Source: an optimization exercise on an open RTL-to-GDS flow (aim: small area and a short achievable clock period). Production flows keep margins and buffers that such runs may drop.
The RTL was checked by simulation tests, not by an equivalence proof against the original design.
Power is estimated from default activity; no workload was simulated.

[flow/run.sh]
#!/bin/bash
# synth_recipe.tcl (not shown) runs the flow's synth.tcl, then flattens the netlist and writes it again
# the make line also repeats each setting of config.mk as NAME=value (left out here)
make -C /OpenROAD-flow-scripts/flow DESIGN_CONFIG=/design/flow/config.mk WORK_HOME=/design/flow/orfs CLKGATE_MAP_FILE= SYNTH_SCRIPT=/design/flow/synth_recipe.tcl finish
[flow/config.mk]
export PLATFORM = sky130hd
export DESIGN_NAME = PC
export DESIGN_NICKNAME = PC
export VERILOG_FILES = /design/flow/design.v
export SDC_FILE = /design/flow/constraint.sdc
export NUM_CORES = 4
export LEC_CHECK = 0
export CAP_MARGIN = 20
export CORE_MARGIN = 2
export CORE_UTILIZATION = 45
export GPL_ROUTABILITY_DRIVEN = 1
export GPL_TIMING_DRIVEN = 1
export PLACE_DENSITY = 0.55
export SETUP_SLACK_MARGIN = 5
export SLEW_MARGIN = 20
[flow/constraint.sdc]
create_clock -name core_clock -period 12.0 [get_ports {clk}]
set_input_delay 2.4000 -clock core_clock [delete_from_list [all_inputs] [get_ports {clk}]]
set_output_delay 2.4000 -clock core_clock [all_outputs]
set_load 0.01 [all_outputs]
[flow/design.v]
module sign_extend(
    input logic[15:0] Imm,
    output logic[31:0] SignImm
);
    assign SignImm = {{16{Imm[15]}}, Imm};
endmodule
module MUX_RegDst(
    input logic RegDst,
    input logic[31:0] Instr,
    output logic[5:0] RegDst_out
);
    assign RegDst_out = RegDst ? Instr[15:11] : Instr[20:16];
endmodule
module MUX_MemtoReg(
    input logic MemtoReg,
    input logic[31:0] ALUResult, RD,
    output logic[31:0] MemtoReg_out
);
    assign MemtoReg_out = MemtoReg ? RD : ALUResult;
endmodule
module MUX_ALUSrc(
    input logic ALUSrc,
    input logic[31:0] RD2, SignImm,
    output logic[31:0] ALUSrc_out
);
    assign ALUSrc_out = ALUSrc ? SignImm : RD2;
endmodule
module data_memory(
    input logic clk, rst,
    input logic[31:0] SEL, WD,
    input logic WE,
    output logic[31:0] RD, probe
);
    logic[1023:0] words;
    logic[31:0] valid;
    register_file storage(clk, rst, SEL & {32{WE}}, WD, words, valid);
    read_port port(words, valid, SEL, RD);
    assign probe = RD;
endmodule
module register_file(
	input logic clk, rst,
	input logic [31:0] WE,
	input logic [31:0] WD,
	output logic [1023:0] words,
	output logic [31:0] valid
);
	logic [31:0] store [31:0];
	genvar i;
	generate
		for(i = 0; i < 32; i++) begin : regs
			always @(posedge clk)
				if(WE[i])
					store[i] <= WD;
			always @(posedge clk or negedge rst)
				if(!rst)
					valid[i] <= 1'b0;
				else if(WE[i])
					valid[i] <= 1'b1;
			assign words[i*32 +: 32] = {store[i][31:5],
			                           valid[i] ? store[i][4:0] : i[4:0]};
		end
	endgenerate
endmodule
module read_port(
	input logic [1023:0] words,
	input logic [31:0] valid,
	input logic [31:0] sel,
	output logic [31:0] RD
);
	logic [31:0] sel_hi;
	assign sel_hi = sel & valid;
	always_comb begin
		RD = 32'b0;
		for(int j = 0; j < 32; j++)
			RD = RD | (words[j*32 +: 32] & {{27{sel_hi[j]}}, {5{sel[j]}}});
	end
endmodule
module decoder(
	input logic [4:0] A,
	output logic [31:0] Y
);
	genvar i;
	generate
		for(i = 0; i < 32; i++) begin : dec
			assign Y[i] = (A == i);
		end
	endgenerate
endmodule
module ALU_address( 
	input logic[4:0] SrcA, SrcB,
	input logic[2:0] ALUControl,
	output logic[31:0] sel
);
	logic en, sub;
	logic[4:0] b, h, g, p;
	assign en = ALUControl[1] & ~ALUControl[0];
	assign sub = ALUControl[2];
	assign b = SrcB ^ {5{sub}};
	assign h = SrcA ^ b;
	assign g = SrcA & b;
	assign p = SrcA | b;
	genvar k, i;
	generate
		for(k = 0; k < 32; k++) begin : word
			logic[4:0] c, ok;
			assign c[0] = sub;
			for(i = 1; i < 5; i++) begin : carry
				assign c[i] = k[i-1] ? g[i-1] : p[i-1];
			end
			assign ok = ~(h ^ k[4:0] ^ c);
			assign sel[k] = en ? &ok : (k == 0);
		end
	endgenerate
endmodule
module instruction_register(
    input logic clk, rst,
    input logic[31:0] D,
    output logic[31:0] RD
);
    logic[26:0] q;
    always @(posedge clk or negedge rst)
    begin
        if(!rst)
            q <= 27'b0;
        else
            q <= {D[31:26], D[20:0]};
    end
    assign RD = {q[26:21], 5'b0, q[20:0]};
endmodule
module shadow_register #(parameter W = 32, parameter logic [W-1:0] INIT = '0) (
    input logic clk, rst,
    input logic[W-1:0] D,
    output logic[W-1:0] Q
);
    always @(posedge clk or negedge rst)
        if(!rst)
            Q <= INIT;
        else
            Q <= D;
endmodule
module  SevenSegmentDisplay(
	input logic[3:0] number,
	output logic[6:0] display
);
	always_comb
	case(number)
		4'b0000 : display = 7'b0000001;
		4'b0001 : display = 7'b1001111;
		4'b0010 : display = 7'b0010010;
		4'b0011 : display = 7'b0000110;
		4'b0100 : display = 7'b1001100;
		4'b0101 : display = 7'b0100100;
		4'b0110 : display = 7'b0100000;
		4'b0111 : display = 7'b0001111;
		4'b1000 : display = 7'b0000000;
		4'b1001 : display = 7'b0000100;
		4'b1010 : display = 7'b0001000;
		4'b1011 : display = 7'b1100000;
		4'b1100 : display = 7'b0110001;
		4'b1101 : display = 7'b1000010;
		4'b1110 : display = 7'b0110000;
		4'b1111 : display = 7'b0111000;
		default : display = 7'b0000000;
	endcase
endmodule
module PC(
	input logic clk, rst,
    input logic[31:0] instruction_in,
    input logic RegWrite, MemWrite,
    output logic[31:0] probe_register_file,
    output logic[31:0] probe_data_memory,
	 output logic[6:0] display1, display2
);
    logic[31:0] instruction;
    instruction_register instruction_register_inst(clk, rst, instruction_in, instruction);
    logic[5:0] opcode;
    assign opcode = instruction[31:26];
    logic RegDst, ALUSrc, MemtoReg;
    logic[2:0] ALUControl;
    assign RegDst = opcode[5];
    assign ALUSrc = opcode[4];
    assign ALUControl = opcode[3:1];
    assign MemtoReg = opcode[0];
    logic[5:0] RegDst_out;
    logic[4:0] A3;
    MUX_RegDst MUX_RegDst_inst(RegDst, instruction, RegDst_out);
    assign A3 = RegDst_out[4:0];
    logic[31:0] RT, P, MS;
    logic[31:0] SA, SB, ALUResult;
    logic CIN;
    assign ALUResult = SA + SB + {31'b0, CIN};
    logic[31:0] RD, WD3;
    data_memory data_memory_inst(clk, rst, MS, RT, MemWrite, RD, probe_data_memory);
    MUX_MemtoReg MUX_MemtoReg_inst(MemtoReg, ALUResult, RD, WD3);
    logic[31:0] A3_dec;
    logic[1023:0] words;
    logic[31:0] valid;
    decoder A3_decoder(A3, A3_dec);
    register_file register_file_inst(clk, rst, A3_dec & {32{RegWrite}}, WD3, words, valid);
    logic[5:0] op_n;
    logic[4:0] rs_n, rt_n, a3_n;
    logic[5:0] a3_mux;
    assign op_n = instruction_in[31:26];
    assign rs_n = instruction_in[25:21];
    assign rt_n = instruction_in[20:16];
    MUX_RegDst MUX_RegDst_next(op_n[5], instruction_in, a3_mux);
    assign a3_n = a3_mux[4:0];
    logic[31:0] rs_dec, rt_dec, a3_dec;
    decoder rs_decoder(rs_n, rs_dec);
    decoder rt_decoder(rt_n, rt_dec);
    decoder a3_decoder(a3_n, a3_dec);
    logic[31:0] rs_rd, rt_rd, a3_rd;
    read_port port_rs(words, valid, rs_dec, rs_rd);
    read_port port_rt(words, valid, rt_dec, rt_rd);
    read_port port_a3(words, valid, a3_dec, a3_rd);
    logic[31:0] RS_d, RT_d, P_d, MS_d;
    assign RS_d = (RegWrite && A3 == rs_n) ? WD3 : rs_rd;
    assign RT_d = (RegWrite && A3 == rt_n) ? WD3 : rt_rd;
    assign P_d  = (RegWrite && A3 == a3_n) ? WD3 : a3_rd;
    logic[31:0] SignImm_n, SrcB_n;
    sign_extend sign_extend_next(instruction_in[15:0], SignImm_n);
    MUX_ALUSrc MUX_ALUSrc_next(op_n[4], RT_d, SignImm_n, SrcB_n);
    ALU_address ALU_address_next(RS_d[4:0], SrcB_n[4:0], op_n[3:1], MS_d);
    logic en_n, sub_n;
    logic[31:0] SA_d, SB_d;
    assign en_n = op_n[2] & ~op_n[1];
    assign sub_n = op_n[3];
    assign SA_d = RS_d & {32{en_n}};
    assign SB_d = (SrcB_n ^ {32{sub_n}}) & {32{en_n}};
    shadow_register shadow_sa(clk, rst, SA_d, SA);
    shadow_register shadow_sb(clk, rst, SB_d, SB);
    shadow_register #(1) shadow_cin(clk, rst, en_n & sub_n, CIN);
    shadow_register shadow_rt(clk, rst, RT_d, RT);
    shadow_register shadow_p(clk, rst, P_d, P);
    shadow_register #(32, 32'd1) shadow_ms(clk, rst, MS_d, MS);
    assign probe_register_file = P;
	 SevenSegmentDisplay SevenSeg1(probe_register_file[8:5], display2);
	 SevenSegmentDisplay SevenSeg2(probe_register_file[3:0], display1);
endmodule
==> results of run 1 <==
==> per-layer routing <==
| metal | GRT usage [%] | up-vias |
|---|---|---|
| li1 | - | 29200 |
| met1 | 60.5 | 41400 |
| met2 | 69.6 | 8884 |
| met3 | 21.1 | 2710 |
| met4 | 30.7 | 27 |
| met5 | 1.36 | - |
==> logic make-up after synthesis <==
| group | count (synthesis) | share of synthesized area (%) |
|---|---|---|
| multiplexers | 48 | 0.553 |
| AO/OA/AOI/OAI | 2343 | 18.7 |
| flip-flops | 2285 | 68.9 |
| AND/OR/NAND/NOR | 1499 | 8.29 |
| adder cells (fa/ha/maj) | 52 | 0.680 |
| XOR/XNOR | 59 | 0.589 |
| buffers and inverters | 580 | 2.26 |
==> what timing repair did <==
action	CTS	global route
endpoints found under the setup margin	29	24
buffers inserted	0	1
resized for setup	11	17
pin swaps	0	5
==> worst max-delay path, cell delays in order <==
cell             delay (ns)
clkdlybuf4s50_1        0.81
nor2b_2                0.58
buf_4                  0.32
and3_2                 0.21
buf_4                  0.82
a222oi_1               0.29
nand4_1                0.43
o21ai_0                0.31
inv_1                  0.13
ha_1                   0.31
xor2_2                 0.27
nand2_1                0.15
nor2_2                 0.21
nand3b_1               0.13
a211oi_1               0.33
nor4_1                 0.12
nand2_1                0.09
==> where the power goes <==
| part | internal [W] | switching, W | leakage (nW) | total, W |
|---|---|---|---|---|
| clock network | 0.00434 | 0.00333 | 3.90 | 0.00767 |
| logic | 0.000607 | 0.00164 | 11.8 | 0.00225 |
| registers | 0.00923 | 0.000368 | 21.7 | 0.00959 |
==> per-stage QoR <==
stage	total power, W	instances
2_1_floorplan	0.0105	6866
6_report	0.0195	10100
3_5_place_dp	0.0119	9671
4_1_cts	0.0194	10100
3_3_place_gp	0.0118	9668
5_1_grt	0.0198	10100
==> worst paths after layout <==
| path | startpoint | endpoint | slack (ns) | depth (start not counted) |
|---|---|---|---|---|
| setup / recovery | instruction_in[22] | shadow_ms.Q[0]$_DFF_PN1_ | 4.91 | 17 |
| hold / removal | data_memory_inst.storage.valid[0]$_DFFE_PN0P_ | data_memory_inst.storage.valid[0]$_DFFE_PN0P_ | 0.46 | 1 |
| setup reg to reg | shadow_ms.Q[24]$_DFF_PN0_ | shadow_ms.Q[0]$_DFF_PN1_ | 6.19 | 20 |
| hold reg to reg | data_memory_inst.storage.valid[0]$_DFFE_PN0P_ | data_memory_inst.storage.valid[0]$_DFFE_PN0P_ | 0.46 | 1 |
| max in group asynchronous | rst | shadow_sa.Q[8]$_DFF_PN0_ | 8.29 | 3 |
| min in group asynchronous | rst | register_file_inst.valid[27]$_DFFE_PN0P_ | 1.50 | 1 |
==> flip-flops by register name, summed over array words and instances (netlist names) <==
name and count:
register_file_inst.valid 32, data_memory_inst.storage.valid 32, instruction_register_inst.q 12, shadow_ms.Q 32, shadow_sb.Q 32, shadow_cin.Q 1, shadow_p.Q 32, shadow_rt.Q 32
shadow_sa.Q 32, register_file_inst.store 1024, data_memory_inst.storage.store 1024
==> cells in the mapped netlist, drive strengths merged (63+ instances only) <==
library cell,n,area [sq um]
nand2b,65,407
nand3,123,628
a21oi,156,781
o21ai,139,696
nand4,313,1960
nand2,221,830
nor3,108,566
a222oi,83,831
a221oi,483,4230
dfrtp,236,5910
nor2,245,920
and2,77,482
clkbuf,399,1500
or2,63,394
buf,83,349
and3,111,694
edfxtp,2048,61500
a22o,461,4040
a22oi,735,5520
inv,94,353
==> layout make-up <==
class,count,area share [%]
tap,2854,3.18
clock buffer,308,5.65
timing repair buffer,438,3.21
multi-input combinational,4001,25.9
sequential,2285,60.1
inverter,98,0.328
antenna,35,0.0780
clock inverter,130,1.55
==> flow_summary.yaml, run 1 <==
cts:
  cts_max_path_buffers: 3
  path_clk_slew_ns: 0.06
  cts_tree: "yes"
  cts.sinks: 2285
  cts_root_buf: "clkbuf_16"
  clock_latency_ns: 0.96
  htreeDepth: 4
  cts_buffers: 231
  ctsHoldBuffers: 0
finish:
  most-common-layout-cells: "2,048 x edfxtp_1, 735 x a22oi_1, 483 x a221oi_1"
  utilization_pct: 51.8
  layout_commonest_cell: "edfxtp_1"
  fillCellCount: 18000
  multi_input_area_sq_um: 29100
  area_growth_pct: 14.7
  final_nets: 7143
  layout-drive-gt1-share_pct: 14.1
  seqCellArea_sq_um: 67400
  final_area_sq_um: 112000
timing:
  relSlewSlack_pct: 8.80
  setup_slack_ns: 4.91
  tightest_slew_ns: 1.36
  rsz0062_at_grt: "no"
  slew_violations: 0
  hold_ws_ns: 0.459
  finalCritPeriodShare_pct: 59.1
  final_hold_viol_count: 0
  max_freq_ghz: 0.141
  finalCriticalPeriod_ns: 7.09
  setup_viol: 0
  setup_tns_ns: 0
  fin_skew_ns: 0.0840
pwr:
  ir_worst_vdd_uv: 166
  power.leakage_nw: 37.5
  power_density_nw_per_um2: 174
detailed_routing:
  ant_nets: 0
  top_layer: "met5"
  drc_errors: 0
  vias: 82300
  wirelength_um: 552000
  m1WireLength_um: 193000
  drt_iter0_drc: 18200
  drtPass1Iterations: 14
  route.met2.wl_um: 230000
  via_per_inst: 8.10
  routed_wire_length_per_instance_um: 54.4
  wl_met3_um: 83700
floorplanning:
  boundaryPins: 114
  die_area_sq_um: 221000
  die_x_um: 470
  rows: 171
  die_h_um: 470
  core-area_sq_um: 217000
  initial_core_util_pct: 45.2
grt:
  antenna_found_initial: 46
  grt_max_degree: 70
  first_global_vias: 76200
  overflow: 0
  grt_usage_pct: 48.8
  grt_pass1_wl_um: 719000
yosys:
  ys_ff_latch: 2285
  avgSynthCellArea_sq_um: 14.3
  syn_inst: 6866
  synth_cell_types: 92
  netlist_area_sq_um: 97900
  synth_flop_cell: "edfxtp_1"
  synth_nets: 6954
  synthArstFlopShare_pct: 10.4
  synth-warning-count: 8
  synth_edf_count: 2048
  ys_seq_area_share_pct: 68.9
worst_setup_path:
  endpoint_kind: "flip-flop"
  criticalPathCategory: "in2reg"
  cp_data_arrival_time_ns: 7.94
  cp_max_fo: 28
  cp-start-kind: "input pin"
  worstPathRequired_ns: 12.85
place:
  pre_cts_ws_ns: 3.46
  numPortBuffers: 113
  routabilityCongestion: 1.06
  dpl_cell_area_sq_um: 104000
  hpwl_um: 328000
min_path:
  worstHoldPathType: "reg2reg"
run_status:
  outcome: "no timing/DRC/antenna violations"
flow_run:
  cap_violations: 0
==> run 2, diff against run 1 <==
--- a/flow/design.v
+++ b/flow/design.v
@@ -29,10 +29,10 @@
     input logic clk, rst,
-    input logic[31:0] SEL, WD,
+    input logic[31:0] SEL, SEL_HI, WD,
     input logic WE,
-    output logic[31:0] RD, probe
+    output logic[31:0] RD, probe,
+    output logic[31:0] valid
 );
     logic[1023:0] words;
-    logic[31:0] valid;
     register_file storage(clk, rst, SEL & {32{WE}}, WD, words, valid);
-    read_port port(words, valid, SEL, RD);
+    read_port port(words, SEL, SEL_HI, RD);
     assign probe = RD;
@@ -65,8 +65,5 @@
 	input logic [1023:0] words,
-	input logic [31:0] valid,
-	input logic [31:0] sel,
+	input logic [31:0] sel, sel_hi,
 	output logic [31:0] RD
 );
-	logic [31:0] sel_hi;
-	assign sel_hi = sel & valid;
 	always_comb begin
@@ -94,9 +91,22 @@
 	logic en, sub;
-	logic[4:0] b, h, g, p;
 	assign en = ALUControl[1] & ~ALUControl[0];
 	assign sub = ALUControl[2];
-	assign b = SrcB ^ {5{sub}};
-	assign h = SrcA ^ b;
-	assign g = SrcA & b;
-	assign p = SrcA | b;
+	logic[31:0] sel_add, sel_sub;
+	sum_match #(1'b0) match_add(SrcA, SrcB, sel_add);
+	sum_match #(1'b1) match_sub(SrcA, ~SrcB, sel_sub);
+	genvar k;
+	generate
+		for(k = 0; k < 32; k++) begin : word
+			assign sel[k] = en ? (sub ? sel_sub[k] : sel_add[k]) : (k == 0);
+		end
+	endgenerate
+endmodule
+module sum_match #(parameter logic CIN = 1'b0) (
+	input logic[4:0] A, B,
+	output logic[31:0] match
+);
+	logic[4:0] h, g, p;
+	assign h = A ^ B;
+	assign g = A & B;
+	assign p = A | B;
 	genvar k, i;
@@ -105,3 +115,3 @@
 			logic[4:0] c, ok;
-			assign c[0] = sub;
+			assign c[0] = CIN;
 			for(i = 1; i < 5; i++) begin : carry
@@ -110,3 +120,3 @@
 			assign ok = ~(h ^ k[4:0] ^ c);
-			assign sel[k] = en ? &ok : (k == 0);
+			assign match[k] = &ok;
 		end
@@ -187,3 +197,3 @@
     assign A3 = RegDst_out[4:0];
-    logic[31:0] RT, P, MS;
+    logic[31:0] RT, P, MS, MSH;
     logic[31:0] SA, SB, ALUResult;
@@ -191,4 +201,4 @@
     assign ALUResult = SA + SB + {31'b0, CIN};
-    logic[31:0] RD, WD3;
-    data_memory data_memory_inst(clk, rst, MS, RT, MemWrite, RD, probe_data_memory);
+    logic[31:0] RD, WD3, mvalid;
+    data_memory data_memory_inst(clk, rst, MS, MSH, RT, MemWrite, RD, probe_data_memory, mvalid);
     MUX_MemtoReg MUX_MemtoReg_inst(MemtoReg, ALUResult, RD, WD3);
@@ -212,5 +222,5 @@
     logic[31:0] rs_rd, rt_rd, a3_rd;
-    read_port port_rs(words, valid, rs_dec, rs_rd);
-    read_port port_rt(words, valid, rt_dec, rt_rd);
-    read_port port_a3(words, valid, a3_dec, a3_rd);
+    read_port port_rs(words, rs_dec, rs_dec & valid, rs_rd);
+    read_port port_rt(words, rt_dec, rt_dec & valid, rt_rd);
+    read_port port_a3(words, a3_dec, a3_dec & valid, a3_rd);
     logic[31:0] RS_d, RT_d, P_d, MS_d;
@@ -235,2 +245,3 @@
     shadow_register #(32, 32'd1) shadow_ms(clk, rst, MS_d, MS);
+    shadow_register shadow_msh(clk, rst, MS_d & (mvalid | (MS & {32{MemWrite}})), MSH);
     assign probe_register_file = P;
==> flow/flow/run.sh (new file) <==
#!/bin/bash
cp standard.sh standard.sh.log
cp config.mk config.mk.log
export SETUP_SLACK_MARGIN=7
export BUFFER_PORTS_ARGS="-buffer_cell sky130_fd_sc_hd__buf_4"
export CTS_ARGS="-sink_clustering_enable -repair_clock_nets -dont_use_dummy_load -sink_clustering_size 24 -sink_clustering_max_diameter 80"
bash standard.sh > standard.log 2>&1
==> flow/standard.sh (new file) <==
#!/bin/bash
# synth_recipe.tcl (not shown) runs the flow's synth.tcl, then flattens the netlist and writes it again
# the make line also repeats each setting of config.mk as NAME=value (left out here)
make -C /OpenROAD-flow-scripts/flow DESIGN_CONFIG=/design/flow/config.mk WORK_HOME=/design/flow/orfs CLKGATE_MAP_FILE= SYNTH_SCRIPT=/design/flow/synth_recipe.tcl "${@:-finish}"
--- a/flow/config.mk
+++ b/flow/config.mk
@@ -8,8 +8,8 @@
 export CAP_MARGIN = 20
+export CELL_PAD_IN_SITES_GLOBAL_PLACEMENT = 2
 export CORE_MARGIN = 2
-export CORE_UTILIZATION = 45
+export CORE_UTILIZATION = 50
 export GPL_ROUTABILITY_DRIVEN = 1
 export GPL_TIMING_DRIVEN = 1
-export PLACE_DENSITY = 0.55
-export SETUP_SLACK_MARGIN = 5
+export PLACE_DENSITY = 0.6
 export SLEW_MARGIN = 20
removed: flow/run.sh
==> run 2 against run 1 <==
Still clean. Global-route usage increased by 6.1 points. Synthesized cell count increased by 2.8%. Die area decreased by 8.3%. Fmax increased by 26%. Combinational power increased by 49%. Critical path depth unchanged. Non-clock buffer count increased by 304. Hold slack improved by 0.097 ns. Register-to-register slack improved by 0.60 ns. Critical endpoint is now shadow_msh.Q[16]$_DFF_PN0_. Largest power group unchanged.
==> flow_summary.yaml, run 2 <==
run_status:
  outcome: "no timing/DRC/antenna violations"
worst_setup_path:
  cp_max_fo: 30
  endpoint_kind: "flip-flop"
  rr_endpoint: "shadow_msh.Q[16]$_DFF_PN0_"
  worstPathRequired_ns: 12.75
  cp_data_arrival_time_ns: 6.38
  r2r-start: "register_file_inst.valid[28]$_DFFE_PN0P_"
  cp-start-kind: "input pin"
  r2r_slack_ns: 6.79
  rr_worst_depth: 14
  criticalPathCategory: "in2reg"
floorplanning:
  rows: 163
  boundaryPins: 114
  die_x_um: 450
  initial_core_util_pct: 50.4
  die_h_um: 450
  core-area_sq_um: 198000
  die_area_sq_um: 203000
timing:
  fin_skew_ns: 0.110
  final_hold_viol_count: 0
  hold_ws_ns: 0.556
  setup_viol: 0
  finalCriticalPeriod_ns: 5.63
  max_freq_ghz: 0.178
  tightest_slew_ns: 1.40
  relSlewSlack_pct: 5.95
  slew_violations: 0
  setup_tns_ns: 0
  rsz0062_at_grt: "yes"
  finalCritPeriodShare_pct: 46.9
finish:
  seqCellArea_sq_um: 68300
  finalNonFillerCells: 10100
  utilization_pct: 58.7
  area_growth_pct: 16.5
  layout_commonest_cell: "edfxtp_1"
  layout-drive-gt1-share_pct: 21.6
  final_area_sq_um: 116000
  fillCellCount: 15100
  most-common-layout-cells: "2,048 x edfxtp_1, 791 x a22oi_1, 497 x buf_4"
  final_nets: 7527
  reg_top3: "data_memory_inst.storage.store: 1024 flops, register_file_inst.store: 1024 flops"
  multi_input_area_sq_um: 32200
grt:
  antenna_found_initial: 53
  first_global_vias: 79300
  grt_pass1_wl_um: 740000
  overflow: 0
  grt_usage_pct: 54.9
  grt_max_degree: 128
pwr:
  power.leakage_nw: 38.7
  power_density_nw_per_um2: 154
  ir_worst_vdd_uv: 166
yosys:
  yosysTopAreaCell: "edfxtp_1"
  synth-warning-count: 8
  synthTopCellsByArea: "edfxtp_1 62%, dfrtp_1 6.7%, a22oi_1 6.4%, a221oi_1 3.3%, a22o_1 3.2%"
  ys_ff_latch: 2317
  synth_nets: 7156
  syn_inst: 7060
  synth_flop_cell: "edfxtp_1"
  synth_edf_count: 2048
  synth.most_common_cell: "edfxtp_1"
  synthArstFlopShare_pct: 11.6
  ys_seq_area_share_pct: 68.5
  netlist_area_sq_um: 99600
  synth_commonest_cells: "2,048 x edfxtp_1, 856 x a22oi_1, 393 x clkbuf_1"
  synth_top_area_share_pct: 61.7
  avgSynthCellArea_sq_um: 14.1
  synth_cell_types: 94
min_path:
  whs_path_depth: 1
  worstHoldPathType: "reg2reg"
  hp-start: "data_memory_inst.storage.valid[30]$_DFFE_PN0P_"
  hold-path-endpoint: "data_memory_inst.storage.valid[30]$_DFFE_PN0P_"
cts:
  cts.sinks: 2317
  path_clk_slew_ns: 0.09
  cts_max_path_buffers: 3
  cts_root_buf: "clkbuf_16"
  clock_latency_ns: 0.88
  ctsHoldBuffers: 0
  cts_tree: "yes"
  htreeDepth: 4
  cts_buffers: 133
detailed_routing:
  via_per_inst: 8.61
  routed_wire_length_per_instance_um: 56.5
  drc_errors: 0
  vias: 87300
  ant_nets: 0
  drt_iter0_drc: 22300
  wirelength_um: 572000
  drtPass1Iterations: 22
place:
  numPortBuffers: 113
  placed_cells: 9583
  routabilityCongestion: 1.06
  dpl_cell_area_sq_um: 105000
  hpwl_um: 305000
flow_run:
  cap_violations: 0
==> run 2: timing repair <==
action                     CTS  global route
cloned                      43             8
buffers inserted           219            81
setup endpoints to repair  156           119
pin swaps                  169           134
gates resized for setup    620           218
==> run 2: how the worst max path moves through the flow <==
| stage | to | from | slack (ns) | cells after the start |
|---|---|---|---|---|
| floorplan | shadow_msh.Q[16]$_DFF_PN0_ | instruction_in[17] | 6.11 | 17 |
| global placement | shadow_msh.Q[16]$_DFF_PN0_ | instruction_in[17] | 4.39 | 16 |
| detailed placement | shadow_msh.Q[16]$_DFF_PN0_ | instruction_in[17] | 4.24 | 16 |
| CTS | shadow_msh.Q[15]$_DFF_PN0_ | instruction_in[21] | 6.64 | 18 |
| global route | shadow_msh.Q[20]$_DFF_PN0_ | instruction_in[25] | 6.44 | 17 |
| finish | shadow_msh.Q[16]$_DFF_PN0_ | instruction_in[25] | 6.37 | 17 |
==> run 2: cells by family (layout without fill, tap and decap cells) <==
| logic type | after synthesis | after routing | synth area share (%) |
|---|---|---|---|
| simple gates | 1578 | 1581 | 8.54 |
| other cells | 0 | 66 | 0 |
| compound gates | 2348 | 2348 | 18.4 |
| mux | 69 | 70 | 0.776 |
| flops | 2317 | 2317 | 68.5 |
| fa+ha+maj | 60 | 60 | 0.768 |
| xor+xnor | 60 | 60 | 0.643 |
| buf+inv | 628 | 993 | 2.43 |
==> run 2: cell type report <==
| type | count | area share, % |
|---|---|---|
| diodes | 66 | 0.142 |
| clock buffers | 133 | 2.87 |
| inverters | 118 | 0.384 |
| multi-input cells | 4119 | 27.7 |
| flip-flops and latches | 2317 | 58.9 |
| well taps | 2640 | 2.85 |
| repair buffers | 742 | 7.16 |
==> run 2: per-stage QoR <==
step | power (W) | worst slack, ns
4_1_cts | 0.0174 | 6.64
2_1_floorplan | 0.0111 | 6.11
3_5_place_dp | 0.0127 | 4.24
6_report | 0.0179 | 6.37
3_3_place_gp | 0.0126 | 4.39
5_1_grt | 0.0181 | 6.44
==> run 2: worst max-delay path, stage by stage <==
cell and delay [ns]:
buf_16 0.13, buf_12 0.12, nor3b_4 0.48, and3_2 0.28, buf_8 0.39, a32oi_1 0.13, nand3_1 0.16, nor3_2 0.07
nand4_1 0.38, mux2i_2 0.18, buf_4 0.19, ha_4 0.16, xor2_4 0.15, or2_4 0.23, or4_4 0.52, o22ai_2 0.19
and3_1 0.17
==> run 2: metal layers <==
layer	wire length [um]	track usage, %	up-vias	part of all wire (%)
met5	1130	3.76	-	0.20
met4	63900	42.5	42	11
met3	102000	29.3	3576	18
met2	224000	74.2	10800	39
met1	181000	64.8	42700	32
li1	-	-	30200	-
==> run 2: power by group <==
| group | internal [W] | switching [W] |
|---|---|---|
| Sequential | 0.00947 | 0.000509 |
| Combinational | 0.00105 | 0.00230 |
| Clock | 0.00197 | 0.00260 |

## separate check: timing with driven ports
The flow's constraints put no driver on any port. The routed layouts listed below were extracted and timed again, unchanged, in two steps.
Step 1 sets driving cells, clkbuf_16 on the clock port and buf_2 on the other inputs (assumed; they add their load-dependent delay and slew).
Step 2 times the ports against the registers' clock, not the clock port: input delays grow and output delays shrink by t, the midpoint of the rising clock arrivals with the driver on.
Slacks: no drivers / after step 1 / after step 2; pairs: no drivers / after step 1.
run	t, ns	setup slack, ns	hold slack, ns	worst setup path after step 2
run 1	1.014	4.913 / 4.977 / 3.972	0.459 / 0.459 / 0.459	input to register
run 2	0.916	6.373 / 6.312 / 5.396	0.556 / 0.556 / 0.556	input to register
After both steps setup and hold are still met in every run listed. The setup slack of run 2, which loses most, moves by -0.061 ns with the drivers and by -0.977 ns with both steps.
